Background: an optimization exercise with open tools, aiming at small area. Do not read the settings as production practice. Function was checked by simulation only, so behaviour that the tests miss may differ from the original. No activity file was given, so power comes from the tool's default toggle rates.

$ cat config.mk
export PLATFORM = sky130hd
export DESIGN_NAME = axis_uart_v1_0
export DESIGN_NICKNAME = axis_uart_v1_0
export VERILOG_FILES = /design/flow/design.v
export SDC_FILE = /design/flow/constraint.sdc
export NUM_CORES = 4
export LEC_CHECK = 0
export CAP_MARGIN = 20
export CORE_MARGIN = 2
export CORE_UTILIZATION = 60
export SLEW_MARGIN = 20
export SYNTH_HIERARCHICAL = 1
$ cat constraint.sdc
create_clock -name core_clock -period 8.0 [get_ports {aclk}]
set_input_delay 1.6000 -clock core_clock [delete_from_list [all_inputs] [get_ports {aclk}]]
set_output_delay 1.6000 -clock core_clock [all_outputs]
set_load 0.01 [all_outputs]
$ cat design.v
`timescale 1ns / 1ps
module uart_hold_mux #(
	parameter W = 1
)
(
	input wire [W-1:0]q,
	input wire [W-1:0]d,
	input wire s,
	input wire sn,
	output wire [W-1:0]y
);
assign y = (q & {W{sn}}) | (d & {W{s}});
endmodule
`timescale 1ns / 1ps
module axis_uart_v1_0 #(
	parameter integer BAUD_PRESCALER = 10,
	parameter integer PARITY = 0,
	parameter integer BYTE_SIZE = 8,
	parameter integer STOP_BITS = 0,
	parameter integer FIFO_DEPTH = 16,
	parameter integer FLOW_CONTROL = 1,
	parameter integer DYNAMIC_CONFIG = 1
)
(
	input wire aclk,
	input wire aresetn,
	input wire [23:0]s_axis_config_tdata,
	input wire s_axis_config_tvalid,
	output wire s_axis_config_tready,
	input wire [15:0]s_axis_tdata,
	input wire s_axis_tvalid,
	output wire s_axis_tready,
	output wire [15:0]m_axis_tdata,
	output wire m_axis_tuser,
	output wire m_axis_tvalid,
	input wire m_axis_tready,
	output wire tx,
	input wire rx,
	output wire rts,
	input wire cts
);
genvar gi;
localparam S_IDLE  = 3'd0;
localparam S_START = 3'd1;
localparam S_BYTE  = 3'd2;
localparam S_PAR   = 3'd3;
localparam S_STOP  = 3'd4;
localparam S_END   = 3'd5;
localparam S_END2  = 3'd6;	 
reg [15:0]prescaler;
reg [2:0]parity;
reg [3:0]byte_size;
reg stop_bits;
reg [2:0]tx_state;
reg [2:0]rx_state;
wire tx_idle = (tx_state == S_IDLE);
wire rx_idle = (rx_state == S_IDLE);
assign s_axis_config_tready = tx_idle & rx_idle;
always @(posedge aclk) begin
	if (!aresetn) begin
		prescaler <= BAUD_PRESCALER;
		parity <= PARITY;
		byte_size <= BYTE_SIZE;
		stop_bits <= STOP_BITS;
	end else if (s_axis_config_tvalid & tx_idle & rx_idle) begin
		prescaler <= s_axis_config_tdata[15:0];
		parity <= s_axis_config_tdata[18:16];
		byte_size <= s_axis_config_tdata[22:19];
		stop_bits <= s_axis_config_tdata[23];
	end
end
wire par_none = (parity == 3'd0);
wire par_calc = (parity == 3'd1) | (parity == 3'd2);	 
wire par_init1 = (parity == 3'd2) | (parity == 3'd3);	 
wire par_init0 = (parity == 3'd1) | (parity == 3'd4);	 
reg [16*15-1:0]tf_mem;
reg [4:0]tf_cnt;
reg tx_m_ready;
wire tf_valid = |tf_cnt;
wire tf_wr = s_axis_tvalid & ~tf_cnt[4];
wire tf_rd = tf_valid & tx_m_ready;
reg [14:0]tf_dout;
integer k;
always @(*) begin
	tf_dout = 15'd0;
	for (k = 0; k < 16; k = k + 1)
		tf_dout = tf_dout | (tf_mem[k*15 +: 15] & {15{tf_cnt == k + 1}});
end
assign s_axis_tready = ~tf_cnt[4];
wire [16*15-1:0]tf_mem_nx;
uart_hold_mux #(.W(16*15)) tf_hold (
	.q(tf_mem), .d({tf_mem[15*15-1:0], s_axis_tdata[14:0]}),
	.s(tf_wr), .sn(~tf_wr), .y(tf_mem_nx)
);
always @(posedge aclk) begin
	tf_mem <= tf_mem_nx;
end
wire [5:0]tf_up, tf_dn;
wire [4:0]tf_t;
assign tf_up[0] = tf_wr & ~tf_rd;
assign tf_dn[0] = tf_rd & ~tf_wr;
generate for (gi = 0; gi < 5; gi = gi + 1) begin : g_tfcnt
	assign tf_up[gi+1] = tf_up[gi] & tf_cnt[gi];
	assign tf_dn[gi+1] = tf_dn[gi] & ~tf_cnt[gi];
	assign tf_t[gi] = tf_up[gi] | tf_dn[gi];
end endgenerate
always @(posedge aclk) begin
	if (!aresetn)
		tf_cnt <= 5'd0;
	else
		tf_cnt <= tf_cnt ^ tf_t;
end
reg [15:0]tx_pcnt;
wire [16:0]tx_c;
assign tx_c[0] = 1'b1;
generate for (gi = 0; gi < 16; gi = gi + 1) begin : g_txinc
	assign tx_c[gi+1] = tx_c[gi] & tx_pcnt[gi];
end endgenerate
wire [15:0]tx_pcnt_inc = tx_pcnt ^ tx_c[15:0];
wire tx_stb = (tx_pcnt_inc == prescaler);
wire tx_pre_en = ~tx_idle & ~((tx_state == S_END) & tx_m_ready);
always @(posedge aclk) begin
	if (!aresetn | ~tx_pre_en | tx_stb)
		tx_pcnt <= 16'd0;
	else
		tx_pcnt <= tx_pcnt_inc;
end
reg [14:0]tx_data;
reg [3:0]tx_cnt;
reg tx_par;
reg txd_out;
wire [3:0]tx_cnt_inc = tx_cnt + 4'd1;
wire tx_bit = tx_data[tx_cnt];
assign tx = txd_out;
always @(posedge aclk) begin
	if (!aresetn) begin
		tx_m_ready <= 1'b0;
		tx_cnt <= 4'd0;
		tx_state <= S_IDLE;
	end else begin
		case (tx_state)
		S_IDLE: begin
			if (!tx_m_ready) begin
				if (!cts)
					tx_m_ready <= 1'b1;
			end else if (tf_valid) begin
				tx_m_ready <= 1'b0;
				tx_state <= S_START;
			end
		end
		S_START: begin
			if (tx_stb)
				tx_state <= S_BYTE;
		end
		S_BYTE: begin
			if (tx_stb) begin
				if (tx_cnt_inc == byte_size) begin
					tx_cnt <= 4'd0;
					tx_state <= par_none ? S_STOP : S_PAR;
				end else begin
					tx_cnt <= tx_cnt_inc;
				end
			end
		end
		S_PAR: begin
			if (tx_stb)
				tx_state <= S_STOP;
		end
		S_STOP: begin
			if (tx_stb) begin
				if (!stop_bits) begin
					tx_state <= S_END;
				end else if (tx_cnt[0]) begin
					tx_cnt <= 4'd0;
					tx_state <= S_END;
				end else begin
					tx_cnt <= 4'd1;
				end
			end
		end
		default: begin	 
			if (!tx_m_ready) begin
				tx_m_ready <= 1'b1;
			end else begin
				tx_m_ready <= 1'b0;
				tx_state <= tf_valid ? S_START : S_IDLE;
			end
		end
		endcase
	end
end
always @(posedge aclk) begin
	if (tf_rd)
		tx_data <= tf_dout;
end
always @(posedge aclk) begin
	if (!aresetn) begin
		txd_out <= 1'b0;
	end else begin
		case (tx_state)
		S_START: txd_out <= 1'b0;
		S_BYTE:  txd_out <= tx_bit;
		S_PAR:   txd_out <= tx_par;
		default: txd_out <= 1'b1;
		endcase
	end
end
always @(posedge aclk) begin
	if (tx_state == S_BYTE) begin
		if (tx_stb & par_calc)
			tx_par <= tx_par ^ tx_bit;
	end else if (tx_state != S_PAR) begin
		if (par_init1)
			tx_par <= 1'b1;
		else if (par_init0)
			tx_par <= 1'b0;
	end
end
reg rxd_in;
reg rxd_d;
reg rtsn_out;
wire rx_fall = ~rxd_in & rxd_d;
reg [16*16-1:0]rf_mem;
reg [4:0]rf_cnt;
wire rf_valid = |rf_cnt;
wire rf_wr = (rx_state == S_END2) & ~rf_cnt[4];
wire rf_rd = rf_valid & m_axis_tready;
reg [15:0]rf_dout;
always @(*) begin
	rf_dout = 16'd0;
	for (k = 0; k < 16; k = k + 1)
		rf_dout = rf_dout | (rf_mem[k*16 +: 16] & {16{rf_cnt == k + 1}});
end
assign m_axis_tvalid = rf_valid;
assign m_axis_tdata = {1'b0, rf_dout[14:0]};
assign m_axis_tuser = rf_dout[15];
assign rts = rtsn_out;
reg [14:0]rx_data;
reg rx_par;
reg rx_par_rcv;
wire [16*16-1:0]rf_mem_nx;
uart_hold_mux #(.W(16*16)) rf_hold (
	.q(rf_mem), .d({rf_mem[15*16-1:0], rx_par ^ rx_par_rcv, rx_data}),
	.s(rf_wr), .sn(~rf_wr), .y(rf_mem_nx)
);
always @(posedge aclk) begin
	rf_mem <= rf_mem_nx;
end
wire [5:0]rf_up, rf_dn;
wire [4:0]rf_t;
assign rf_up[0] = rf_wr & ~rf_rd;
assign rf_dn[0] = rf_rd & ~rf_wr;
generate for (gi = 0; gi < 5; gi = gi + 1) begin : g_rfcnt
	assign rf_up[gi+1] = rf_up[gi] & rf_cnt[gi];
	assign rf_dn[gi+1] = rf_dn[gi] & ~rf_cnt[gi];
	assign rf_t[gi] = rf_up[gi] | rf_dn[gi];
end endgenerate
always @(posedge aclk) begin
	if (!aresetn)
		rf_cnt <= 5'd0;
	else
		rf_cnt <= rf_cnt ^ rf_t;
end
always @(posedge aclk) begin
	if (!aresetn) begin
		rxd_in <= 1'b0;
		rtsn_out <= 1'b1;
	end else begin
		rxd_in <= rx;
		rtsn_out <= (rf_cnt >= 5'd15);
	end
	rxd_d <= rxd_in;
end
reg rx_pre_en;
reg [15:0]rx_pcnt;
wire rx_step2 = (rx_state == S_STOP);
wire [16:0]rx_c;
assign rx_c[0] = 1'b1;
assign rx_c[1] = rx_step2 | rx_pcnt[0];
generate for (gi = 1; gi < 16; gi = gi + 1) begin : g_rxinc
	assign rx_c[gi+1] = rx_c[gi] & rx_pcnt[gi];
end endgenerate
wire [15:0]rx_pcnt_inc = {rx_pcnt[15:1] ^ rx_c[15:1], rx_pcnt[0] ^ ~rx_step2};
wire rx_half = (rx_pcnt_inc[15:1] == prescaler[15:1]);
wire rx_stb = rx_half & (rx_pcnt_inc[0] == prescaler[0]);
always @(posedge aclk) begin
	if (!aresetn | ~rx_pre_en | rx_stb)
		rx_pcnt <= 16'd0;
	else
		rx_pcnt <= rx_pcnt_inc;
end
reg [15:0]bit_cnt;
wire [16:0]bc_c;
assign bc_c[0] = rxd_in;
generate for (gi = 0; gi < 16; gi = gi + 1) begin : g_bcinc
	assign bc_c[gi+1] = bc_c[gi] & bit_cnt[gi];
end endgenerate
wire [16:0]bc_g;
wire [15:0]bc_thr = {1'b0, prescaler[15:1]};
assign bc_g[0] = 1'b1;
generate for (gi = 0; gi < 16; gi = gi + 1) begin : g_bcge
	assign bc_g[gi+1] = (bit_cnt[gi] & ~bc_thr[gi]) | (bit_cnt[gi] & bc_g[gi]) | (~bc_thr[gi] & bc_g[gi]);
end endgenerate
wire bit_rec = bc_g[16];
always @(posedge aclk) begin
	if (!aresetn | rx_idle | rx_stb)
		bit_cnt <= 16'd0;
	else
		bit_cnt <= bit_cnt ^ bc_c[15:0];
end
reg [3:0]rx_cnt;
wire [3:0]rx_cnt_inc = rx_cnt + 4'd1;
always @(posedge aclk) begin
	if (!aresetn) begin
		rx_pre_en <= 1'b0;
		rx_par_rcv <= 1'b0;
		rx_state <= S_IDLE;
	end else begin
		case (rx_state)
		S_IDLE: begin
			rx_pre_en <= rx_fall;
			if (rx_fall)
				rx_state <= S_START;
		end
		S_START: begin
			if (rx_stb)
				rx_state <= bit_rec ? S_IDLE : S_BYTE;
		end
		S_BYTE: begin
			if (rx_stb & (rx_cnt_inc == byte_size))
				rx_state <= par_none ? S_STOP : S_PAR;
		end
		S_PAR: begin
			if (rx_stb) begin
				rx_par_rcv <= bit_rec;
				rx_state <= S_STOP;
			end
		end
		S_STOP: begin
			if (rx_half)
				rx_state <= S_END;
		end
		S_END: begin
			rx_pre_en <= 1'b0;
			rx_state <= S_END2;
		end
		default: begin	 
			rx_pre_en <= 1'b0;
			rx_state <= S_IDLE;
		end
		endcase
	end
end
always @(posedge aclk) begin
	if (rx_state == S_START) begin
		rx_cnt <= 4'd0;
	end else if ((rx_state == S_BYTE) & rx_stb) begin
		rx_cnt <= rx_cnt_inc;
	end
end
integer i;
always @(posedge aclk) begin
	if ((rx_state == S_START) & rx_stb) begin
		rx_data <= 15'd0;
	end else if ((rx_state == S_BYTE) & rx_stb) begin
		for (i = 0; i < 15; i = i + 1)
			if (rx_cnt == i)
				rx_data[i] <= bit_rec;
	end
end
always @(posedge aclk) begin
	if (!aresetn) begin
		rx_par <= 1'b0;
	end else begin
		case (rx_state)
		S_BYTE: begin
			if (rx_stb & par_calc)
				rx_par <= rx_par ^ bit_rec;
		end
		S_PAR, S_STOP, S_END, S_END2: ;
		default: begin
			if (par_init1)
				rx_par <= 1'b1;
			else if (par_init0)
				rx_par <= 1'b0;
		end
		endcase
	end
end
endmodule
$ cat flow/run.sh
#!/bin/bash
# Standard ORFS layout with two changes: port buffers use the smallest buffer,
# and clock tree synthesis uses no dummy loads and smaller clusters.
set -euo pipefail
export BUFFER_PORTS_ARGS="-buffer_cell sky130_fd_sc_hd__buf_1"
export CTS_ARGS="-sink_clustering_enable -repair_clock_nets -dont_use_dummy_load -buf_list sky130_fd_sc_hd__clkbuf_8 -sink_clustering_size 16 -sink_clustering_max_diameter 50"
bash standard.sh > standard_flow.log 2>&1
$ cat standard.sh
#!/bin/bash
# synth_recipe.tcl (not shown) runs the flow's synth.tcl, then flattens the netlist and writes it again
# the make line also repeats each setting of config.mk as NAME=value (left out here)
make -C /OpenROAD-flow-scripts/flow DESIGN_CONFIG=/design/flow/config.mk WORK_HOME=/design/flow/orfs CLKGATE_MAP_FILE= SYNTH_SCRIPT=/design/flow/synth_recipe.tcl "${@:-finish}"
==> results of run 1 <==
[cells in the mapped netlist, types with 21 or more instances]
cell | number | share of area, %
clkbuf_1 | 55 | 0.84
nand2_1 | 86 | 1.3
and2_1 | 50 | 1.3
inv_1 | 21 | 0.32
dfxtp_1 | 615 | 50
ha_1 | 53 | 2.7
nor2_1 | 56 | 0.85
a221oi_1 | 112 | 4.0
buf_6 | 62 | 2.8
xnor2_1 | 45 | 1.6
nand4_1 | 42 | 1.1
buf_2 | 25 | 0.51
a22o_1 | 610 | 22
a21oi_1 | 57 | 1.2
o21ai_0 | 36 | 0.73
nand3_1 | 23 | 0.47
buf_4 | 34 | 1.0
[final cells by class]
type	instances	share of cell area, %
Timing Repair Buffer	93	1.773
Sequential cell	631	50.37
Tap cell	532	2.621
Inverter	23	0.3793
Multi-Input combinational cell	1358	41.99
Clock buffer	53	2.872
[state kept, by name, summed over array words and instances, names as in the netlist, 15 cells and up]
| register | flops |
|---|---|
| rx_data | 15 |
| tx_pcnt | 16 |
| prescaler | 16 |
| rf_mem | 256 |
| tx_data | 15 |
| tf_mem | 240 |
| bit_cnt | 16 |
| rx_pcnt | 16 |
[stage by stage]
step           power [mW]  area, µm²
2_1_floorplan       5.545      24720
3_3_place_gp        5.968      24660
3_5_place_dp        6.019      24660
4_1_cts             7.570      25390
5_1_grt             7.928      25400
6_report            7.553      25400
[worst paths after layout]
| kind | end | from | cells after the start | slack (ps) |
|---|---|---|---|---|
| worst max-delay path | rx_data[3]$_SDFFE_PP0P_ | rx_state[0]$_SDFFE_PN0P_ | 25 | 2320 |
| worst min-delay path | rxd_d$_DFF_P_ | rxd_in$_SDFF_PN0_ | 0 | 410 |
| worst max register to register | rx_data[3]$_SDFFE_PP0P_ | rx_state[0]$_SDFFE_PN0P_ | 25 | 2320 |
| worst min register to register | rxd_d$_DFF_P_ | rxd_in$_SDFF_PN0_ | 0 | 410 |
[per-layer routing]
| layer | wire (µm) | up-vias | share of wire (%) |
|---|---|---|---|
| li1 | - | 8440 | - |
| met1 | 26830 | 8860 | 44 |
| met2 | 28730 | 527 | 47 |
| met3 | 3348 | 132 | 5.5 |
| met4 | 1851 | 0 | 3.0 |
| met5 | 0 | - | 0 |
[cells by family after synthesis]
group / after synthesis / synth area share, %
AO/OA/AOI/OAI: 866 / 29.18
XOR/XNOR: 64 / 2.267
adder cells (fa/ha/maj): 54 / 2.728
buffers and inverters: 202 / 5.598
flip-flops: 631 / 51.75
multiplexers: 12 / 0.6884
other: 1 / 0.01517
AND/OR/NAND/NOR: 361 / 7.774
[power by group]
group / internal (mW) / switching (mW)
clock: 0.590 / 0.978
combinational: 0.712 / 0.878
sequential: 3.80 / 0.598
total: 5.10 / 2.45
[cell usage in the layout (no fill, tap or decap), drive strengths merged, types with 3 or more instances in the layout]
master,netlist,routed
nor2,56,56
a31oi,7,7
mux2i,8,8
or3,10,10
nand4,42,42
o21ai,38,38
and3,19,19
clkbuf,56,53
a22o,610,610
nand2,87,87
xor2,19,19
a221oi,112,112
mux4,4,4
nand2b,13,13
nor2b,10,10
a21oi,57,57
nor4,6,6
nand4b,6,6
buf,123,93
a211oi,3,3
a222oi,3,3
nand3,23,23
dfxtp,615,615
xnor2,45,45
inv,21,21
and2,50,50
ha,53,53
edfxtp,16,16
nor3,16,16
a22oi,14,14
nand3b,7,7
nor3b,5,5
[worst max-delay path: cells and delay by family, from the launching register on]
family	cells	cell delay, ps
flops	1	550
fa+ha+maj	15	2830
compound gates	2	320
xor+xnor	1	200
buf+inv	1	40
simple gates	6	1610
==> impl_metrics.csv, run 1 <==
group,metric,value,unit
die,ios,69,
global_routing,grt_busiest_layer,"met2",
die,die_y,207.0,µm
layout,seqCellArea,12790,µm²
clock_tree,cts_made_buffers,53,
pwr,p_leak,9.858,nW
synth,async_reset_ff_share,0,%
drt,remaining_drc_errors,0,
timing,setup_viol,0,
global_routing,overflow,0,
drt,firstDrtPassIters,5,
worst_setup_path,startpoint_type,"flip-flop",
place,gp_congestion,0.8525,
timing,maxSlewViolCount,0,
worst_setup_path,worstPathArrival,6180,ps
global_routing,antenna_found_initial,0,
synth,yosysWarnings,7,
clock_tree,cts_root_buffer,"clkbuf_8",
worst_setup_path,path_class,"flip-flop to flip-flop",
timing,setup_ws,2319,ps
timing,worstMarginPinSlew,1264,ps
drt,dr_total_vias,17960,
timing,fin_hold_ws,414.1,ps
place,place_hpwl,36.22,mm
worst_setup_path,required,8500,ps
clock_tree,cts_sinks,631,
clock_tree,cts_hold_buf,0,
die,rows,74,
synth,ys_ff_latch,631,
pwr,power_density,297.4,nW/µm²
synth,avgSynthCellArea,11.28,µm²
drt,via_per_inst,6.676,
global_routing,gr-usage-met3,4.239,%
layout,final_net_count,2260,
timing,rsz0062_at_grt,"no",
global_routing,grt_pass1_wl,94.36,mm
drt,route.antenna.remaining_nets,0,
layout,fillerInstances,3484,
global_routing,grt_max_degree,154,
hold_path,worstHoldPathType,"flip-flop to flip-flop",
timing,fin_crit_sh,71.01,%
clock_tree,htreeDepth,2,
status,outcome,"timing/DRC/antenna clean",
synth,synthesis.nets,2291,
timing,finalClockSkew,47.70,ps
clock_tree,cts_resized,0,
clock_tree,cts_tree,"yes",
die,initial_core_util,60.68,%
timing,final_hold_viol_count,0,
timing,fin_crit,5681,ps
timing,fin_tns_setup,0,ps
global_routing,grt_pass1_vias,16710,
pwr,ir_worst_vdd,0.2254,mV
synth,yosysSeqAreaShare,51.75,%
synth,syn-cell-area,24720,µm²
synth,synth-main-ff-cell,"dfxtp_1",
layout,post-route-util,62.34,%
drt,drt-total-wl,60.75,mm
synth,synthDistinctLibCells,68,
timing,relSlewSlack,15.66,%
place,pre_cts_ws,2415,ps
worst_setup_path,critical_path_peak_fanout,18,
global_routing,grt_use_met1,37.11,%
layout,stdcell_count,2690,
drt,drt_iter0_drc,1853,
layout,diodes,0,
layout,multi_input_area,10660,µm²
worst_setup_path,crit_path_frequent_cell,"ha_1",
timing,fmaxAchievable,0.1760,GHz
drt,post_drt_wl_per_cell,22.58,µm
global_routing,grt_util_met2,45.92,%
worst_setup_path,critical-path-slowest-cell,"and4_1",
synth,synthCells,2191,
die,die-area,42840,µm²
synth,synth-edff-count,16,
place,portBuffers,66,
die,die_w,207.0,µm
worst_setup_path,slowest_delay,670,ps
layout,drive_gt1_share,5.422,%
clock_tree,path_clk_slew,80,ps
flow_run,cap_violations,0,
worst_setup_path,end_kind,"flip-flop",
clock_tree,clk_latency,680,ps
clock_tree,clockBufferDepth,3,
global_routing,grt_use_total,27.83,%
clock_tree,post-cts-setup-buffer-count,0,
place,dp_cells,2637,
die,core_area,40740,µm²
layout,area_growth,2.738,%
==> inputs of run 2 (changes only) <==
==> flow/run.sh (replaced) <==
#!/bin/bash
# Standard ORFS layout (the standard.sh) with two changes: port buffers use
# the smallest buffer, and clock tree synthesis uses no dummy loads and small
# clusters of small clock buffers.
set -euo pipefail
export BUFFER_PORTS_ARGS="-buffer_cell sky130_fd_sc_hd__buf_1"
export CTS_ARGS="-sink_clustering_enable -repair_clock_nets -dont_use_dummy_load -buf_list sky130_fd_sc_hd__clkbuf_4 -sink_clustering_size 11 -sink_clustering_max_diameter 45"
bash standard.sh > standard_flow.log 2>&1
--- a/config.mk
+++ b/config.mk
@@ -9,3 +9,4 @@
 export CORE_MARGIN = 2
-export CORE_UTILIZATION = 60
+export CORE_UTILIZATION = 70
+export PLACE_DENSITY = 0.75
 export SLEW_MARGIN = 20
==> run 2 against run 1 <==
Effect of this change:
- sequential share of layout area is 0.59 points higher
- hold slack better by 4.6 ps
- die area shrank 14%
- critical endpoint unchanged
- highest routed layer is now met5
==> impl_metrics.csv, run 2 <==
group,metric,value,unit
layout,drive_gt1_share,6.215,%
drt,drt_iter0_drc,1723,
die,die-area,36840,µm²
clock_tree,cts_root_buffer,"clkbuf_4",
timing,fin_crit_sh,71.83,%
worst_setup_path,reg2reg_slack,2250,ps
synth,synth-main-ff-cell,"dfxtp_1",
hold_path,worstHoldPathType,"flip-flop to flip-flop",
drt,route.antenna.remaining_nets,0,
place,pre_cts_ws,2374,ps
die,rows,68,
pwr,ir_worst_vdd,0.2272,mV
worst_setup_path,startpoint_type,"flip-flop",
die,die_w,191.9,µm
worst_setup_path,crit_start,"rx_state[0]$_SDFFE_PN0P_",
timing,final_hold_viol_count,0,
synth,synth-edff-count,16,
timing,fin_crit,5747,ps
die,ios,69,
synth,synth.largest_area_cell,"dfxtp_1",
worst_setup_path,path_class,"flip-flop to flip-flop",
worst_setup_path,critical_path_peak_fanout,18,
worst_setup_path,worstPathArrival,6440,ps
synth,yosysSeqAreaShare,51.75,%
timing,finalClockSkew,49.28,ps
timing,setup_ws,2253,ps
clock_tree,clk_latency,790,ps
layout,regMostFlops,"rf_mem",
timing,relSlewSlack,13.80,%
timing,worstMarginPinSlew,1289,ps
worst_setup_path,crit_path_frequent_cell,"ha_1",
global_routing,grt_pass1_vias,17160,
timing,fmaxAchievable,0.1740,GHz
worst_setup_path,slowest_delay,640,ps
hold_path,hold_start,"rxd_in$_SDFF_PN0_",
layout,final_net_count,2274,
timing,rsz0062_at_grt,"no",
synth,synthDistinctLibCells,68,
clock_tree,cts_sinks,631,
synth,synthesis.nets,2291,
timing,fin_hold_ws,418.7,ps
drt,remaining_drc_errors,0,
global_routing,grt_max_degree,147,
pwr,p_leak,9.778,nW
die,die_y,191.9,µm
drt,via_per_inst,6.939,
clock_tree,htreeDepth,3,
drt,dr_total_vias,18240,
worst_setup_path,rr_worst_depth,25,
place,place_hpwl,35.62,mm
synth,async_reset_ff_share,0,%
clock_tree,post-cts-setup-buffer-count,0,
hold_path,worstHoldPathCells,0,
status,outcome,"timing/DRC/antenna clean",
clock_tree,clockBufferDepth,3,
global_routing,grt_pass1_wl,93.44,mm
drt,firstDrtPassIters,5,
synth,synth_top_area_share,49.80,%
timing,setup_viol,0,
place,placed_area,24570,µm²
clock_tree,cts_resized,0,
worst_setup_path,required,8690,ps
synth,synth_area_leaders,"dfxtp_1, a22o_1, a221oi_1",
drt,drt-total-wl,59.23,mm
layout,stdcell_area,25100,µm²
worst_setup_path,critical-path-slowest-cell,"and4_1",
worst_setup_path,rr_endpoint,"rx_data[3]$_SDFFE_PP0P_",
layout,mostFrequentLayoutCell,"dfxtp_1",
drt,post_drt_wl_per_cell,22.54,µm
layout,layout_common_cells,"dfxtp_1, a22o_1, a221oi_1",
clock_tree,path_clk_slew,120,ps
place,portBuffers,66,
clock_tree,cts_tree,"yes",
global_routing,grt_use_total,31.98,%
synth,yosysMostFrequentCell,"dfxtp_1",
place,gp_congestion,0.8593,
timing,fin_tns_setup,0,ps
worst_setup_path,cp_num_buf_inv,1,
worst_setup_path,reg2reg_from,"rx_state[0]$_SDFFE_PN0P_",
worst_setup_path,end_kind,"flip-flop",
timing,maxSlewViolCount,0,
die,initial_core_util,71.39,%
synth,synthCells,2191,
hold_path,worstHoldEndpoint,"rxd_d$_DFF_P_",
pwr,power_density,292.9,nW/µm²
layout,largest_reg_flops,256,
global_routing,overflow,0,
pwr,p_total,7.352,mW
clock_tree,cts_hold_buf,0,
synth,yosysWarnings,7,
flow_run,cap_violations,0,
synth,yosys-top-cells-count,"dfxtp_1, a22o_1, a221oi_1",
clock_tree,cts_made_buffers,68,
synth,ys_ff_latch,631,
layout,area_growth,1.544,%
layout,top_regs,"rf_mem x256, tf_mem x240",
die,core_area,34630,µm²
synth,avgSynthCellArea,11.28,µm²
worst_setup_path,cp_top_family,"adder cells",
global_routing,antenna_found_initial,2,
synth,syn-cell-area,24720,µm²
run 2: cell types whose count changed in the layout (fill, tap and decap cells not counted):
cell	delta
clkbuf_4	+68
nor2_2	+5
nor2_1	-4
clkbuf_8	-53
nor3_2	-2
buf_6	+2
buf_4	-3
nor2_4	-1
diode_2	+1
nor3_4	+2
run 2: final cells by class:
cell class                 instances  area, µm²
antenna                            1      2.502
clock buffer                      68      510.5
fill                            2520       9525
inverter                          23      96.34
multi-input combinational       1358      10680
sequential                       631      12790
tap                              455      569.3
timing repair buffer              92      450.4
run 2: cells by family (layout without fill, tap and decap cells):
family / after synthesis / after routing / synth area share, %
AND/OR/NAND/NOR: 361 / 361 / 7.774
multiplexers: 12 / 12 / 0.6884
XOR/XNOR: 64 / 64 / 2.267
flip-flops: 631 / 631 / 51.75
buffers and inverters: 202 / 183 / 5.598
AO/OA/AOI/OAI: 866 / 866 / 29.18
adder cells (fa/ha/maj): 54 / 54 / 2.728
other: 1 / 2 / 0.01517
run 2: per-layer routing:
| metal | vias up | global-route usage [%] | wire (µm) |
|---|---|---|---|
| met3 | 161 | 6.158 | 4302 |
| met5 | - | 0 | 13 |
| met2 | 702 | 50.74 | 27350 |
| li1 | 8474 | - | - |
| met4 | 2 | 12.31 | 2070 |
| met1 | 8897 | 43.35 | 25490 |
run 2: worst max path at each step:
stage                                    endpoint  slack [ps]  cells after the start
after floorplan           rx_data[3]$_SDFFE_PP0P_        3260                     27
after global placement    rx_data[3]$_SDFFE_PP0P_        2560                     25
after detailed placement  rx_data[3]$_SDFFE_PP0P_        2370                     25
after CTS                 rx_data[3]$_SDFFE_PP0P_        2330                     25
after global routing      rx_data[3]$_SDFFE_PP0P_        1830                     25
final                     rx_data[3]$_SDFFE_PP0P_        2250                     25
run 2: power by group:
group | switching (mW) | internal [mW] | leakage [nW]
Combinational | 0.889 | 0.712 | 4.30
Sequential | 0.606 | 3.79 | 5.16
Clock | 0.955 | 0.394 | 0.313
Total | 2.45 | 4.90 | 9.78
run 2: stage by stage:
step                      cells  utilization (%)
final                      2628            72.49
after global routing       2628            72.49
after CTS                  2626            72.44
after detailed placement   2558            70.97
after global placement     2558            70.97
after floorplan            2191                -
==> inputs of run 3 (changes only) <==
--- a/design.v
+++ b/design.v
@@ -13,2 +13,31 @@
 endmodule
+module uart_aoi222
+(
+	input wire a1, a2, b1, b2, c1, c2,
+	output wire y
+);
+assign y = ~((a1 & a2) | (b1 & b2) | (c1 & c2));
+endmodule
+module uart_rd_mux #(
+	parameter W = 1
+)
+(
+	input wire [16*W-1:0]mem,
+	input wire [15:0]sel,
+	output wire [W-1:0]y
+);
+genvar b, g;
+generate for (b = 0; b < W; b = b + 1) begin : g_bit
+	wire [4:0]o;
+	for (g = 0; g < 5; g = g + 1) begin : g_grp
+		uart_aoi222 u_aoi (
+			.a1(mem[(3*g)*W + b]), .a2(sel[3*g]),
+			.b1(mem[(3*g+1)*W + b]), .b2(sel[3*g+1]),
+			.c1(mem[(3*g+2)*W + b]), .c2(sel[3*g+2]),
+			.y(o[g])
+		);
+	end
+	assign y[b] = ~(&o & ~(mem[15*W + b] & sel[15]));
+end endgenerate
+endmodule
 `timescale 1ns / 1ps
@@ -81,9 +110,8 @@
 wire tf_rd = tf_valid & tx_m_ready;
-reg [14:0]tf_dout;
-integer k;
-always @(*) begin
-	tf_dout = 15'd0;
-	for (k = 0; k < 16; k = k + 1)
-		tf_dout = tf_dout | (tf_mem[k*15 +: 15] & {15{tf_cnt == k + 1}});
-end
+wire [15:0]tf_sel;
+wire [14:0]tf_dout;
+generate for (gi = 0; gi < 16; gi = gi + 1) begin : g_tfsel
+	assign tf_sel[gi] = (tf_cnt == gi + 1);
+end endgenerate
+uart_rd_mux #(.W(15)) tf_rdmux (.mem(tf_mem), .sel(tf_sel), .y(tf_dout));
 assign s_axis_tready = ~tf_cnt[4];
@@ -227,8 +255,8 @@
 wire rf_rd = rf_valid & m_axis_tready;
-reg [15:0]rf_dout;
-always @(*) begin
-	rf_dout = 16'd0;
-	for (k = 0; k < 16; k = k + 1)
-		rf_dout = rf_dout | (rf_mem[k*16 +: 16] & {16{rf_cnt == k + 1}});
-end
+wire [15:0]rf_sel;
+wire [15:0]rf_dout;
+generate for (gi = 0; gi < 16; gi = gi + 1) begin : g_rfsel
+	assign rf_sel[gi] = (rf_cnt == gi + 1);
+end endgenerate
+uart_rd_mux #(.W(16)) rf_rdmux (.mem(rf_mem), .sel(rf_sel), .y(rf_dout));
 assign m_axis_tvalid = rf_valid;
==> flow/run.sh (replaced) <==
#!/bin/bash
# Standard ORFS layout (the standard.sh) with two changes: port buffers use
# the smallest buffer, and clock tree synthesis uses no dummy loads and small
# clusters of small clock buffers.
set -euo pipefail
export BUFFER_PORTS_ARGS="-buffer_cell sky130_fd_sc_hd__buf_1"
export CTS_ARGS="-sink_clustering_enable -repair_clock_nets -dont_use_dummy_load -buf_list sky130_fd_sc_hd__clkbuf_4 -sink_clustering_size 9 -sink_clustering_max_diameter 40"
bash standard.sh > standard_flow.log 2>&1
==> run 3 against run 2 <==
Effect of this change:
- sequential share of layout area up 0.39 points
- largest cell class unchanged
- synthesized area down 1.5%
- clock power grew 7%
- via count down 2.6%
- combinational power fell by about 20%
- total power decreased by 4.4%
- flip-flop and latch count unchanged
- first-iteration DRC count rose by 18%
- highest routed layer is now met4
- synthesized cell count fell by 4.1%
- sequential power shrank 2%
- global-route usage shrank 1.3 points
==> impl_metrics.csv, run 3 <==
group,metric,value,unit
layout,drive_gt1_share,7.667,%
timing,fin_crit_sh,71.93,%
layout,final_net_count,2228,
place,portBuffers,66,
timing,relSlewSlack,20.42,%
synth,syn-cell-area,24340,µm²
worst_setup_path,end_kind,"flip-flop",
synth,synth-edff-count,16,
synth,synth.largest_area_cell,"dfxtp_1",
die,core_area,34370,µm²
global_routing,grt_pass1_vias,16630,
synth,synth_area_leaders,"dfxtp_1, a22o_1, a222oi_1",
clock_tree,cts_resized,0,
place,place_hpwl,33.48,mm
clock_tree,cts_root_buffer,"clkbuf_4",
place,placed_area,24250,µm²
worst_setup_path,startpoint_type,"flip-flop",
flow_run,cap_violations,0,
worst_setup_path,critical-path-slowest-cell,"nor4_4",
clock_tree,post-cts-setup-buffer-count,0,
place,gp_congestion,0.8141,
pwr,p_leak,9.736,nW
drt,dr_total_vias,17750,
worst_setup_path,path_class,"flip-flop to flip-flop",
timing,fin_tns_setup,0,ps
pwr,ir_worst_vdd,0.2497,mV
layout,multi_input_area,10370,µm²
clock_tree,clk_latency,780,ps
synth,yosys-top-cells-count,"dfxtp_1, a22o_1, a222oi_1",
clock_tree,cts_sinks,631,
clock_tree,cts_tree,"yes",
drt,drt-total-wl,56.47,mm
die,initial_core_util,70.82,%
timing,setup_viol,0,
die,die_y,190.5,µm
worst_setup_path,cp_top_family,"adder cells",
synth,yosysMostFrequentCell,"dfxtp_1",
die,ios,69,
drt,post_drt_wl_per_cell,21.87,µm
worst_setup_path,cp_num_buf_inv,1,
layout,stdcell_area,24910,µm²
die,rows,68,
timing,fin_crit,5754,ps
timing,worstMarginPinSlew,1190,ps
synth,synth-main-ff-cell,"dfxtp_1",
synth,async_reset_ff_share,0,%
drt,via_per_inst,6.876,
layout,mostFrequentLayoutCell,"dfxtp_1",
worst_setup_path,required,8640,ps
worst_setup_path,slowest_delay,870,ps
worst_setup_path,critical_path_peak_fanout,18,
global_routing,antenna_found_initial,2,
worst_setup_path,worstPathArrival,6400,ps
place,dp_cells,2496,
timing,maxSlewViolCount,0,
synth,synthesis.nets,2201,
synth,synthCells,2101,
synth,avgSynthCellArea,11.59,µm²
synth,yosysWarnings,7,
layout,largest_reg_flops,256,
global_routing,overflow,0,
timing,rsz0062_at_grt,"no",
timing,fmaxAchievable,0.1738,GHz
drt,drt_iter0_drc,2033,
drt,remaining_drc_errors,0,
layout,regMostFlops,"rf_mem",
drt,route.antenna.remaining_nets,0,
global_routing,grt_pass1_wl,88.69,mm
drt,firstDrtPassIters,10,
layout,area_growth,2.334,%
synth,yosysSeqAreaShare,52.55,%
global_routing,grt_use_total,30.66,%
layout,layout_common_cells,"dfxtp_1, a22o_1, a222oi_1",
clock_tree,cts_hold_buf,0,
timing,finalClockSkew,73.39,ps
global_routing,grt_max_degree,112,
layout,top_regs,"rf_mem x256, tf_mem x240",
layout,fillerInstances,2582,
worst_setup_path,crit_path_frequent_cell,"ha_1",
die,die-area,36280,µm²
layout,seqCellArea,12790,µm²
timing,final_hold_viol_count,0,
pwr,power_density,282.1,nW/µm²
clock_tree,path_clk_slew,110,ps
clock_tree,htreeDepth,3,
synth,synthDistinctLibCells,68,
layout,stdcell_count,2582,
clock_tree,cts_made_buffers,83,
hold_path,worstHoldPathType,"flip-flop to flip-flop",
die,die_w,190.5,µm
synth,synth_top_area_share,50.58,%
status,outcome,"timing/DRC/antenna clean",
clock_tree,clockBufferDepth,3,
synth,ys_ff_latch,631,
==> run 3: cell count changes after synthesis, sizes merged, moves of 19 or more <==
| cell | delta |
|---|---|
| a21boi | +22 |
| a21oi | -44 |
| a221oi | -110 |
| a222oi | +152 |
| a22o | -114 |
| clkbuf | -31 |
| nand2 | +25 |
| o21ai | -19 |
==> run 3: kinds of logic (layout without fill, tap and decap cells) <==
| kind of cell | after synthesis | after routing | share of synthesized area, % |
|---|---|---|---|
| flops | 631 | 631 | 52.55 |
| mux | 28 | 28 | 1.357 |
| xor+xnor | 62 | 62 | 2.231 |
| other cells | 1 | 2 | 0.01540 |
| compound gates | 735 | 735 | 26.62 |
| buf+inv | 173 | 198 | 5.366 |
| fa+ha+maj | 53 | 53 | 2.724 |
| simple gates | 418 | 418 | 9.139 |
==> run 3: metrics by stage <==
stage	power (mW)	hold WS (ps)	setup WS [ps]	util (%)
after global placement	5.537	377.7	2468	70.50
after floorplan	5.231	348.8	3224	-
after detailed placement	5.610	383.1	2352	70.56
final	7.028	384.9	2246	72.47
after CTS	7.036	391.6	2288	72.37
after global routing	7.383	420.8	1782	72.47
==> run 3: per-module statistics from Yosys, one instance, submodules excluded, excerpt <==
module | times used | cells | flip-flops and latches | area, µm²
uart_aoi222 | 155 | 1 | 0 | 10.01
axis_uart_v1_0 | 1 | 1244 | 631 | 16880
==> run 3: path summary, 6_finish.rpt <==
kind	startpoint	end	cells after the start	slack (ps)
max	rx_state[1]$_SDFFE_PN0P_	rx_data[7]$_SDFFE_PP0P_	25	2250
min	rxd_in$_SDFF_PN0_	rxd_d$_DFF_P_	0	380
max reg2reg	rx_state[1]$_SDFFE_PN0P_	rx_data[7]$_SDFFE_PP0P_	25	2250
min reg2reg	rxd_in$_SDFF_PN0_	rxd_d$_DFF_P_	0	380
==> run 3: layout make-up <==
| class | count | share of cell area [%] |
|---|---|---|
| multi-input cells | 1297 | 41.64 |
| well taps | 455 | 2.285 |
| flip-flops and latches | 631 | 51.35 |
| diodes | 1 | 0.01005 |
| clock buffers | 83 | 2.501 |
| repair buffers | 91 | 1.813 |
| inverters | 24 | 0.4018 |
==> run 3: worst reg2reg max path, delay by kind of cell (launching register included) <==
kind,cells,cell delay (ps)
AND/OR/NAND/NOR,7,1900
buffers and inverters,1,40
multiplexers,1,220
adder cells (fa/ha/maj),15,2800
XOR/XNOR,1,150
flip-flops,1,530
==> run 3: report_power, final <==
group	leakage [nW]	switching (mW)	internal, mW
Clock	0.382	0.968	0.478
Sequential	5.16	0.530	3.77
Combinational	4.19	0.657	0.627
Total	9.74	2.16	4.87
==> run 3: metal layers <==
| layer | track usage (%) | vias up | share of wire, % |
|---|---|---|---|
| li1 | - | 8319 | - |
| met1 | 41.01 | 8743 | 43 |
| met2 | 49.34 | 576 | 47 |
| met3 | 5.521 | 116 | 6.6 |
| met4 | 12.40 | 0 | 3.6 |
| met5 | 0 | - | 0 |
==> inputs of run 4 (changes only) <==
==> flow/run.sh (replaced) <==
#!/bin/bash
# Standard ORFS layout (the standard.sh) with two changes: port buffers use
# the smallest buffer, and clock tree synthesis uses no dummy loads and small
# clusters of small clock buffers.
set -euo pipefail
export BUFFER_PORTS_ARGS="-buffer_cell sky130_fd_sc_hd__buf_1"
export CTS_ARGS="-sink_clustering_enable -repair_clock_nets -dont_use_dummy_load -buf_list sky130_fd_sc_hd__clkbuf_4 -sink_clustering_size 10 -sink_clustering_max_diameter 45"
bash standard.sh > standard_flow.log 2>&1
==> run 4 against run 3 <==
Effect of this change:
- via count is 0.10% lower
- sequential share of layout area is 0.14 points higher
- synthesized area stayed put
- total power is 0.99% lower
- register-to-register slack better by 70 ps
- die area stayed put
- global-route usage is 0.059 points lower
- routed wire length hardly changed
- critical endpoint unchanged
==> impl_metrics.csv, run 4 <==
group,metric,value,unit
status,outcome,"timing/DRC/antenna clean",
synth,synth-xor-area-share,2.231,%
synth,synthesis.nets,2201,
pwr,p_total,6.958,mW
timing,rsz0062_at_grt,"no",
place,gp_congestion,0.8141,
synth,ys_ff_latch,631,
synth,async_reset_ff_share,0,%
drt,via_per_inst,6.890,
layout,layout_common_cells,"dfxtp_1, a22o_1, a222oi_1",
worst_setup_path,critical_path_peak_fanout,18,
die,initial_core_util,70.82,%
layout,fillerInstances,2608,
global_routing,grt_pass1_vias,16510,
pwr,sw_frac_of_total,30.78,%
synth,syn-cell-area,24340,µm²
place,dp_cells,2496,
synth,synthDistinctLibCells,68,
clock_tree,cts_made_buffers,73,
worst_setup_path,required,8660,ps
die,rows,68,
worst_setup_path,startpoint_type,"flip-flop",
synth,synth-main-ff-cell,"dfxtp_1",
die,core_area,34370,µm²
pwr,pwr-share-comb,18.4,%
timing,finalClockSkew,55.69,ps
synth,synthCells,2101,
timing,fin_crit,5687,ps
clock_tree,cts_hold_buf,0,
place,portBuffers,66,
worst_setup_path,path_class,"flip-flop to flip-flop",
synth,synth_compound_area_share,26.62,%
timing,fin_crit_sh,71.09,%
drt,drt_iter0_drc,2052,
pwr,pwr-share-seq,61.7,%
synth,yosysWarnings,7,
layout,seqCellArea,12790,µm²
clock_tree,clockBufferDepth,3,
flow_run,cap_violations,0,
synth,synth-simple-area-share,9.139,%
global_routing,grt_max_degree,112,
drt,drt-total-wl,56.42,mm
place,pre_cts_ws,2352,ps
die,die-area,36280,µm²
die,ios,69,
layout,area_growth,2.046,%
timing,maxSlewViolCount,0,
pwr,power_density,280.1,nW/µm²
synth,synth_top_family_by_area,"compound AO/OA/AOI/OAI gates",
timing,worstMarginPinSlew,1144,ps
die,die_y,190.5,µm
synth,synth.largest_area_cell,"dfxtp_1",
timing,final_hold_viol_count,0,
clock_tree,cts_resized,0,
global_routing,grt_pass1_wl,88.46,mm
synth,synthMuxAreaShare,1.357,%
layout,post-route-util,72.27,%
pwr,p_leak,9.690,nW
layout,top_regs,"rf_mem x256, tf_mem x240",
synth,synth_fa_ha_area_share,2.724,%
drt,firstDrtPassIters,10,
clock_tree,path_clk_slew,110,ps
clock_tree,cts_tree,"yes",
die,die_w,190.5,µm
timing,setup_viol,0,
timing,relSlewSlack,23.51,%
clock_tree,post-cts-setup-buffer-count,0,
drt,route.antenna.remaining_nets,0,
hold_path,worstHoldPathType,"flip-flop to flip-flop",
pwr,ir_worst_vdd,0.2601,mV
layout,largest_reg_flops,256,
layout,multi_input_area,10370,µm²
clock_tree,clk_latency,780,ps
global_routing,antenna_found_initial,3,
drt,remaining_drc_errors,0,
synth,synth_area_leaders,"dfxtp_1, a22o_1, a222oi_1",
synth,yosysMostFrequentCell,"dfxtp_1",
synth,yosysSeqAreaShare,52.55,%
pwr,intPower,4.816,mW
clock_tree,cts_root_buffer,"clkbuf_4",
drt,post_drt_wl_per_cell,21.92,µm
timing,fmaxAchievable,0.1758,GHz
layout,drive_gt1_share,7.231,%
timing,fin_tns_setup,0,ps
synth,avgSynthCellArea,11.59,µm²
synth,yosys-top-cells-count,"dfxtp_1, a22o_1, a222oi_1",
global_routing,overflow,0,
layout,stdcell_count,2574,
layout,regMostFlops,"rf_mem",
pwr,p_sw,2.142,mW
drt,dr_total_vias,17740,
global_routing,grt_use_total,30.60,%
clock_tree,htreeDepth,3,
layout,final_net_count,2218,
place,place_hpwl,33.48,mm
worst_setup_path,worstPathArrival,6350,ps
pwr,pwr-share-clk,19.8,%
synth,synth-edff-count,16,
layout,mostFrequentLayoutCell,"dfxtp_1",
worst_setup_path,end_kind,"flip-flop",
synth,synth_top_area_share,50.58,%
clock_tree,cts_sinks,631,
timing,setup_ws,2313,ps
## run 4: Yosys stat by module (local to each module, per instance), excerpt
module	cells inside	cell area, µm²
axis_uart_v1_0	1244	16880
uart_aoi222	1	10.01
## run 4: kinds of logic after synthesis
logic type,Yosys count
other,1
buffers and inverters,173
adders and majority gates,53
xor gates and xnor gates,62
and+or+nand+nor,418
AOI/OAI and AO/OA,735
muxes,28
DFF,631
## run 4: worst max-delay path, stage by stage (launching register included)
cell and delay [ps]:
dfxtp_1 530, nor2_1 210, nand2_1 120, ha_1 140
inv_1 40, ha_1 170, ha_1 180, ha_1 180
ha_1 180, ha_1 180, ha_1 180, ha_1 180
ha_1 180, ha_1 190, ha_1 180, ha_1 190
ha_1 200, ha_1 180, ha_1 290, xor2_1 150
nor4_1 180, nand3_1 250, nor4_4 840, nand3_1 200
mux2i_1 210, nor2_1 60
## run 4: layout make-up
type | instances | area share [%]
flip-flops and latches | 631 | 51.50
multi-input cells | 1297 | 41.75
well taps | 455 | 2.292
clock buffers | 73 | 2.206
repair buffers | 91 | 1.818
inverters | 24 | 0.4029
diodes | 3 | 0.03022
## run 4: metrics by stage
stage | hold slack, ps | area [µm²]
floorplan | 348.8 | 24340
global placement | 377.7 | 24230
detailed placement | 383.1 | 24250
CTS | 371.5 | 24800
global route | 395.1 | 24840
finish | 369.3 | 24840
## run 4: layer usage
layer	wire, µm	part of all wire [%]	global-route usage [%]
met1	24190	43	41.24
met2	26670	47	49.72
met3	3763	6.7	4.748
met4	1784	3.2	11.84
met5	0	0	0
## run 4: power groups by stage
stage | Sequential [mW] | Clock (mW) | Combinational [mW]
3_5_place_dp | 4.35 | 0 | 1.26
6_report | 4.30 | 1.38 | 1.28
4_1_cts | 4.28 | 1.41 | 1.27
3_3_place_gp | 4.32 | 0 | 1.22
5_1_grt | 4.37 | 1.54 | 1.39
2_1_floorplan | 4.16 | 0 | 1.07
## run 4: worst paths after layout
check	startpoint	to	slack (ps)	cells after the start
worst max-delay path	rx_state[1]$_SDFFE_PN0P_	rx_data[7]$_SDFFE_PP0P_	2310	25
worst min-delay path	rxd_in$_SDFF_PN0_	rxd_d$_DFF_P_	370	0
worst max register to register	rx_state[1]$_SDFFE_PN0P_	rx_data[7]$_SDFFE_PP0P_	2310	25
worst min register to register	rxd_in$_SDFF_PN0_	rxd_d$_DFF_P_	370	0
==> inputs of run 5 (changes only) <==
--- a/config.mk
+++ b/config.mk
@@ -7,7 +7,7 @@
 export LEC_CHECK = 0
-export CAP_MARGIN = 20
+export CAP_MARGIN = 10
 export CORE_MARGIN = 2
-export CORE_UTILIZATION = 70
-export PLACE_DENSITY = 0.75
-export SLEW_MARGIN = 20
+export CORE_UTILIZATION = 80
+export PLACE_DENSITY = 0.85
+export SLEW_MARGIN = 10
 export SYNTH_HIERARCHICAL = 1
==> run 5 against run 4 <==
Effect of this change:
- via count up 1.7%
- total power grew 0.13%
- cell count fell by 2.8%
- sequential power barely moved
- first-iteration DRC count is 25% higher
- synthesized area did not move
- clock power about the same
- global-route usage is 3.7 points higher
- die area shrank 12%
==> impl_metrics.csv, run 5 <==
group,metric,value,unit
global_routing,grt_use_total,34.25,%
timing,final_hold_viol_count,0,
clock_tree,cts_sinks,631,
timing,relSlewSlack,12.90,%
place,placed_area,24140,µm²
synth,synth_top_area_share,50.58,%
layout,stdcell_area,24690,µm²
hold_path,worstHoldPathType,"flip-flop to flip-flop",
worst_setup_path,critical_path_peak_fanout,18,
clock_tree,cts_root_buffer,"clkbuf_4",
clock_tree,post-cts-setup-buffer-count,0,
timing,fin_hold_ws,432.1,ps
layout,largest_reg_flops,256,
drt,dr_total_vias,18040,
synth,syn-cell-area,24340,µm²
worst_setup_path,required,8610,ps
pwr,power_density,282.1,nW/µm²
layout,seqCellArea,12790,µm²
layout,fillerInstances,1818,
timing,rsz0062_at_grt,"no",
layout,area_growth,1.434,%
place,portBuffers,66,
synth,yosysWarnings,7,
worst_setup_path,path_class,"flip-flop to flip-flop",
clock_tree,cts_made_buffers,73,
layout,drive_gt1_share,7.102,%
clock_tree,clk_latency,780,ps
drt,drt_iter0_drc,2555,
timing,fin_tns_setup,0,ps
timing,worstMarginPinSlew,1305,ps
synth,async_reset_ff_share,0,%
synth,yosysMostFrequentCell,"dfxtp_1",
global_routing,grt_pass1_wl,87.23,mm
drt,remaining_drc_errors,0,
synth,synth_area_leaders,"dfxtp_1, a22o_1, a222oi_1",
die,core_area,29800,µm²
clock_tree,cts_tree,"yes",
clock_tree,htreeDepth,3,
place,place_hpwl,33.68,mm
synth,synthesis.nets,2201,
drt,post_drt_wl_per_cell,22.29,µm
drt,via_per_inst,7.205,
global_routing,grt_max_degree,140,
worst_setup_path,startpoint_type,"flip-flop",
worst_setup_path,worstPathArrival,6510,ps
drt,firstDrtPassIters,13,
flow_run,cap_violations,0,
layout,multi_input_area,10350,µm²
clock_tree,cts_resized,0,
drt,drt-total-wl,55.80,mm
clock_tree,path_clk_slew,110,ps
global_routing,overflow,0,
pwr,ir_worst_vdd,0.2812,mV
timing,setup_viol,0,
timing,finalClockSkew,73.70,ps
global_routing,grt_pass1_vias,16680,
die,ios,69,
synth,synth-edff-count,16,
timing,fmaxAchievable,0.1695,GHz
synth,avgSynthCellArea,11.59,µm²
worst_setup_path,end_kind,"flip-flop",
clock_tree,cts_hold_buf,0,
synth,yosys-top-cells-count,"dfxtp_1, a22o_1, a222oi_1",
synth,synth.largest_area_cell,"dfxtp_1",
layout,layout_common_cells,"dfxtp_1, a22o_1, a222oi_1",
timing,fin_crit,5900,ps
synth,synthCells,2101,
layout,mostFrequentLayoutCell,"dfxtp_1",
die,initial_core_util,81.70,%
pwr,p_leak,9.675,nW
die,die_y,178.4,µm
clock_tree,clockBufferDepth,3,
layout,post-route-util,82.87,%
synth,yosysSeqAreaShare,52.55,%
die,die-area,31840,µm²
place,gp_congestion,0.8396,
die,die_w,178.4,µm
die,rows,63,
drt,route.antenna.remaining_nets,0,
timing,maxSlewViolCount,0,
synth,ys_ff_latch,631,
synth,synth-main-ff-cell,"dfxtp_1",
synth,synthDistinctLibCells,68,
layout,regMostFlops,"rf_mem",
status,outcome,"timing/DRC/antenna clean",
layout,top_regs,"rf_mem x256, tf_mem x240",
global_routing,antenna_found_initial,1,
layout,final_net_count,2214,
timing,fin_crit_sh,73.75,%
-- run 5: logic make-up after synthesis --
logic type / share of synthesized area, %
buf+inv: 5.366
mux: 1.357
simple gates: 9.139
compound gates: 26.62
flops: 52.55
other cells: 0.01540
fa+ha+maj: 2.724
xor+xnor: 2.231
-- run 5: path summary, 6_finish.rpt --
check	slack, ps	cells after the start	end	from
min reg2reg	430	0	rxd_d$_DFF_P_	rxd_in$_SDFF_PN0_
max reg2reg	2100	25	rx_data[11]$_SDFFE_PP0P_	rx_state[1]$_SDFFE_PN0P_
min	430	0	rxd_d$_DFF_P_	rxd_in$_SDFF_PN0_
max	2100	25	rx_data[11]$_SDFFE_PP0P_	rx_state[1]$_SDFFE_PN0P_
-- run 5: Yosys stat by module (local to each module, per instance), a selection --
module / flops+latches / cells inside / area, µm²
axis_uart_v1_0: 631 / 1244 / 16880
uart_aoi222: 0 / 1 / 10.01
-- run 5: layout make-up --
class                           instances  area share, %
Inverter                               24         0.4054
Tap cell                              390          1.976
Sequential cell                       631          51.81
Clock buffer                           73          2.219
Timing Repair Buffer                   87          1.647
Multi-Input combinational cell       1297          41.94
Antenna cell                            1        0.01013
-- run 5: metrics by stage --
stage	setup WS, ps	power (mW)	cells
final	2100	6.967	2503
after global routing	1816	7.264	2503
after CTS	2218	6.949	2502
after detailed placement	2231	5.628	2429
after global placement	2489	5.532	2429
after floorplan	3224	5.231	2101
-- run 5: where the power goes --
| part | leakage, nW | internal (mW) | switching, mW |
|---|---|---|---|
| clock | 0.336 | 0.422 | 0.943 |
| combinational | 4.18 | 0.629 | 0.662 |
| sequential | 5.16 | 3.77 | 0.544 |
-- run 5: worst max-delay path: stages, from the launching register on --
cell,delay (ps)
dfxtp_1,530
nor2_1,210
nand2_1,120
ha_1,140
inv_1,40
ha_1,170
ha_1,190
ha_1,180
ha_1,180
ha_1,180
ha_1,170
ha_1,180
ha_1,190
ha_1,180
ha_1,180
ha_1,190
ha_1,210
ha_1,190
ha_1,310
xor2_1,160
nor4_1,230
nand3_1,240
nor4_4,870
nand3_1,240
mux2i_1,260
nor2_1,70
-- run 5: layer usage --
metal | vias to the layer above | GRT usage (%) | routed length, µm
met3 | 143 | 5.009 | 4347
li1 | 8297 | - | -
met1 | 8771 | 45.50 | 22920
met2 | 824 | 55.76 | 26460
met5 | - | 0 | 0
met4 | 0 | 15.35 | 2081
==> inputs of run 6 (changes only) <==
--- a/design.v
+++ b/design.v
@@ -82,2 +82,5 @@
 reg stop_bits;
+localparam [23:0] CFG_INV = (STOP_BITS << 23) | (BYTE_SIZE << 19) | (PARITY << 16) | BAUD_PRESCALER;
+reg [23:0]cfg_q;
+wire [23:0]cfg_nx;
 reg [2:0]tx_state;
@@ -87,14 +90,12 @@
 assign s_axis_config_tready = tx_idle & rx_idle;
+wire cfg_load = s_axis_config_tvalid & tx_idle & rx_idle;
+uart_hold_mux #(.W(24)) cfg_hold (
+	.q(cfg_q), .d(s_axis_config_tdata ^ CFG_INV),
+	.s(cfg_load & aresetn), .sn(~cfg_load & aresetn), .y(cfg_nx)
+);
 always @(posedge aclk) begin
-	if (!aresetn) begin
-		prescaler <= BAUD_PRESCALER;
-		parity <= PARITY;
-		byte_size <= BYTE_SIZE;
-		stop_bits <= STOP_BITS;
-	end else if (s_axis_config_tvalid & tx_idle & rx_idle) begin
-		prescaler <= s_axis_config_tdata[15:0];
-		parity <= s_axis_config_tdata[18:16];
-		byte_size <= s_axis_config_tdata[22:19];
-		stop_bits <= s_axis_config_tdata[23];
-	end
+	cfg_q <= cfg_nx;
+end
+always @(*) begin
+	{stop_bits, byte_size, parity, prescaler} = cfg_q ^ CFG_INV;
 end
@@ -219,5 +220,8 @@
 end
+wire [14:0]tx_data_nx;
+uart_hold_mux #(.W(15)) tx_data_hold (
+	.q(tx_data), .d(tf_dout), .s(tf_rd), .sn(~tf_rd), .y(tx_data_nx)
+);
 always @(posedge aclk) begin
-	if (tf_rd)
-		tx_data <= tf_dout;
+	tx_data <= tx_data_nx;
 end
--- a/config.mk
+++ b/config.mk
@@ -7,7 +7,7 @@
 export LEC_CHECK = 0
-export CAP_MARGIN = 10
+export CAP_MARGIN = 20
 export CORE_MARGIN = 2
-export CORE_UTILIZATION = 80
-export PLACE_DENSITY = 0.85
-export SLEW_MARGIN = 10
+export CORE_UTILIZATION = 75
+export PLACE_DENSITY = 0.8
+export SLEW_MARGIN = 20
 export SYNTH_HIERARCHICAL = 1
==> run 6 against run 5 <==
Effect of this change:
- clock-buffer cell count stayed put
- critical path type unchanged
- maximum frequency is 0.36% higher
- register-to-register slack better by 20 ps
- non-clock buffer count is 5 higher
- sequential share of layout area is 0.61 points lower
- largest cell class unchanged
- combinational power is about 10% higher
- critical path depth stayed put
- synthesized area is 0.12% lower
- global-route usage is 1.6 points lower
- via count is 1.0% lower
- clock skew is 25 ps lower
- cell count is 0.20% lower
==> impl_metrics.csv, run 6 <==
group,metric,value,unit
clock_tree,cts_hold_buf,0,
synth,yosysMostFrequentCell,"dfxtp_1",
global_routing,overflow,0,
hold_path,hold_start,"rxd_in$_SDFF_PN0_",
synth,yosysWarnings,7,
global_routing,grt_pass1_wl,88.99,mm
timing,worstMarginPinSlew,1192,ps
clock_tree,clk_latency,760,ps
place,portBuffers,66,
die,die_w,184.1,µm
pwr,intPower,4.867,mW
hold_path,worstHoldEndpoint,"rxd_d$_DFF_P_",
synth,ys_ff_latch,631,
clock_tree,cts_tree,"yes",
worst_setup_path,crit_path_frequent_cell,"ha_1",
worst_setup_path,end_kind,"flip-flop",
layout,regMostFlops,"rf_mem",
pwr,pwr-share-comb,20.0,%
worst_setup_path,reg2reg_slack,2120,ps
pwr,p_sw,2.221,mW
layout,top_regs,"rf_mem x256, tf_mem x240, cfg_q x24",
worst_setup_path,critical-path-slowest-cell,"nor4_4",
die,core_area,31720,µm²
hold_path,worstHoldPathType,"flip-flop to flip-flop",
timing,rsz0062_at_grt,"no",
die,die-area,33880,µm²
synth,synth.largest_area_cell,"dfxtp_1",
pwr,sw_frac_of_total,31.34,%
synth,synthesis.nets,2175,
synth,async_reset_ff_share,0,%
worst_setup_path,rr_worst_depth,25,
timing,fin_crit_sh,73.49,%
pwr,pwr-share-clk,19.4,%
worst_setup_path,path_class,"flip-flop to flip-flop",
clock_tree,path_clk_slew,110,ps
timing,final_hold_viol_count,0,
place,place_hpwl,33.90,mm
drt,route.antenna.remaining_nets,0,
layout,area_growth,1.554,%
layout,stdcell_area,24690,µm²
synth,synthCells,2075,
clock_tree,clockBufferDepth,3,
timing,maxSlewViolCount,0,
layout,seqCellArea,12640,µm²
worst_setup_path,startpoint_type,"flip-flop",
worst_setup_path,slowest_delay,880,ps
clock_tree,cts_root_buffer,"clkbuf_4",
timing,setup_viol,0,
worst_setup_path,crit_start,"rx_state[1]$_SDFFE_PN0P_",
layout,mostFrequentLayoutCell,"dfxtp_1",
layout,layout_common_cells,"dfxtp_1, a22o_1, a222oi_1",
die,die_y,184.1,µm
worst_setup_path,required,8600,ps
clock_tree,cts_made_buffers,73,
drt,drt-total-wl,56.13,mm
timing,fmaxAchievable,0.1701,GHz
timing,finalClockSkew,48.52,ps
timing,relSlewSlack,20.48,%
clock_tree,cts_sinks,631,
drt,dr_total_vias,17850,
timing,fin_crit,5879,ps
clock_tree,cts_resized,0,
layout,final_net_count,2197,
status,outcome,"timing/DRC/antenna clean",
hold_path,worstHoldPathCells,0,
synth,synth-main-ff-cell,"dfxtp_1",
die,rows,65,
worst_setup_path,reg2reg_from,"rx_state[1]$_SDFFE_PN0P_",
place,placed_area,24130,µm²
clock_tree,htreeDepth,3,
drt,remaining_drc_errors,0,
worst_setup_path,worstPathArrival,6480,ps
drt,drt_iter0_drc,2456,
global_routing,antenna_found_initial,1,
worst_setup_path,rr_endpoint,"rx_data[2]$_SDFFE_PP0P_",
place,gp_congestion,0.8448,
synth,syn-cell-area,24310,µm²
global_routing,grt_pass1_vias,16690,
flow_run,cap_violations,0,
pwr,power_density,287.1,nW/µm²
clock_tree,post-cts-setup-buffer-count,0,
worst_setup_path,critical_path_peak_fanout,18,
layout,fillerInstances,2127,
synth,synthDistinctLibCells,66,
synth,synth_area_leaders,"dfxtp_1, a22o_1, a222oi_1",
synth,yosysSeqAreaShare,51.99,%
synth,synth-edff-count,1,
die,initial_core_util,76.66,%
pwr,ir_worst_vdd,0.2271,mV
layout,drive_gt1_share,7.064,%
die,ios,69,
synth,yosys-top-cells-count,"dfxtp_1, a22o_1, a222oi_1",
synth,avgSynthCellArea,11.72,µm²
global_routing,grt_max_degree,206,
layout,multi_input_area,10410,µm²
pwr,p_leak,9.812,nW
layout,largest_reg_flops,256,
global_routing,grt_use_total,32.70,%
timing,fin_tns_setup,0,ps
drt,post_drt_wl_per_cell,22.47,µm
drt,firstDrtPassIters,8,
pwr,pwr-share-seq,60.6,%
synth,synth_top_area_share,51.87,%
drt,via_per_inst,7.147,
[run 6: power groups by stage]
stage               logic, mW  registers [mW]  clock network, mW
floorplan                1.20            4.15                  0
global placement         1.34            4.31                  0
global route             1.54            4.37               1.52
finish                   1.42            4.30               1.38
CTS                      1.40            4.28               1.40
detailed placement       1.39            4.35                  0
[run 6: metrics by stage]
| stage | total power, mW | util [%] | hold WS, ps | worst slack (ps) | instances |
|---|---|---|---|---|---|
| 6_report | 7.089 | 77.85 | 409.0 | 2121 | 2498 |
| 5_1_grt | 7.430 | 77.85 | 408.6 | 1727 | 2498 |
| 4_1_cts | 7.086 | 77.81 | 405.1 | 2098 | 2497 |
| 3_5_place_dp | 5.741 | 76.08 | 379.4 | 2105 | 2424 |
| 3_3_place_gp | 5.654 | 76.08 | 379.3 | 2346 | 2424 |
| 2_1_floorplan | 5.354 | - | 355.5 | 2863 | 2075 |
[run 6: area by class of cell]
cell class                 instances  area share, %
multi-input combinational       1268          42.15
antenna                            1        0.01013
tap                              402          2.037
inverter                          31         0.5118
clock buffer                      73          2.219
sequential                       631          51.20
timing repair buffer              92          1.875
[run 6: cells by family after synthesis]
kind of cell	count (synthesis)	synth area share, %
AOI/OAI and AO/OA	763	27.94
xor gates and xnor gates	60	2.274
adders and majority gates	55	2.810
buffers and inverters	176	5.522
DFF	631	51.99
muxes	28	1.364
other	1	0.01542
and+or+nand+nor	361	8.084
[run 6: worst max-delay path by stage]
stage	end	cells after the start	slack, ps
floorplan	rx_data[3]$_SDFFE_PP0P_	27	2860
global placement	rx_data[2]$_SDFFE_PP0P_	24	2350
detailed placement	rx_data[8]$_SDFFE_PP0P_	24	2110
CTS	rx_data[8]$_SDFFE_PP0P_	24	2100
global route	rx_data[2]$_SDFFE_PP0P_	25	1730
finish	rx_data[2]$_SDFFE_PP0P_	25	2120
[run 6: critical path: cells and delay by family, from the launching register on]
family,cells,cell delay [ps]
xor gates and xnor gates,1,160
adders and majority gates,15,2830
buffers and inverters,1,40
DFF,1,530
muxes,1,220
and+or+nand+nor,7,1990
[run 6: metal layers]
metal,wire [µm],vias to the layer above,track usage [%],share of wire (%)
met2,26720,639,54.19,48
li1,-,8286,-,-
met3,3510,144,4.576,6.3
met5,0,-,0,0
met1,23790,8784,43.31,42
met4,2110,0,13.34,3.8
[run 6: modules after synthesis (local to each module, per instance), excerpt]
| module | area (µm²) | copies in the design | cells | flip-flops and latches |
|---|---|---|---|---|
| uart_aoi222 | 10.01 | 155 | 1 | 0 |
| axis_uart_v1_0 | 16440 | 1 | 1173 | 631 |

[port drivers added, routing unchanged]
How much do the figures lean on ideal ports? The routed layouts below were timed once more, with nothing changed but the port constraints. Step 1 assumes that a clkbuf_16 drives the clock port and a buf_2 every other input. Step 2 also shifts input and output timing later by t, the mid clock arrival at the registers, as if the neighbouring blocks saw the same clock. Three values: ideal ports, drivers, drivers and shift; two values: the first two.
run | t, ns | setup slack, ns | worst hold slack (ns) | latest minus earliest clock arrival (ns)
run 1 | 0.701 | 2.319 / 2.319 / 2.319 | 0.414 / 0.414 / 0.414 | 0.059 / 0.059
run 2 | 0.822 | 2.253 / 2.253 / 2.253 | 0.419 / 0.419 / 0.419 | 0.062 / 0.063
run 3 | 0.786 | 2.246 / 2.246 / 2.246 | 0.385 / 0.385 / 0.385 | 0.079 / 0.079
run 4 | 0.804 | 2.313 / 2.313 / 2.313 | 0.369 / 0.369 / 0.369 | 0.062 / 0.062
run 5 | 0.788 | 2.100 / 2.100 / 2.100 | 0.432 / 0.432 / 0.432 | 0.077 / 0.077
run 6 | 0.776 | 2.121 / 2.121 / 2.121 | 0.409 / 0.409 / 0.409 | 0.072 / 0.072
After both steps setup and hold are still met in every run listed.
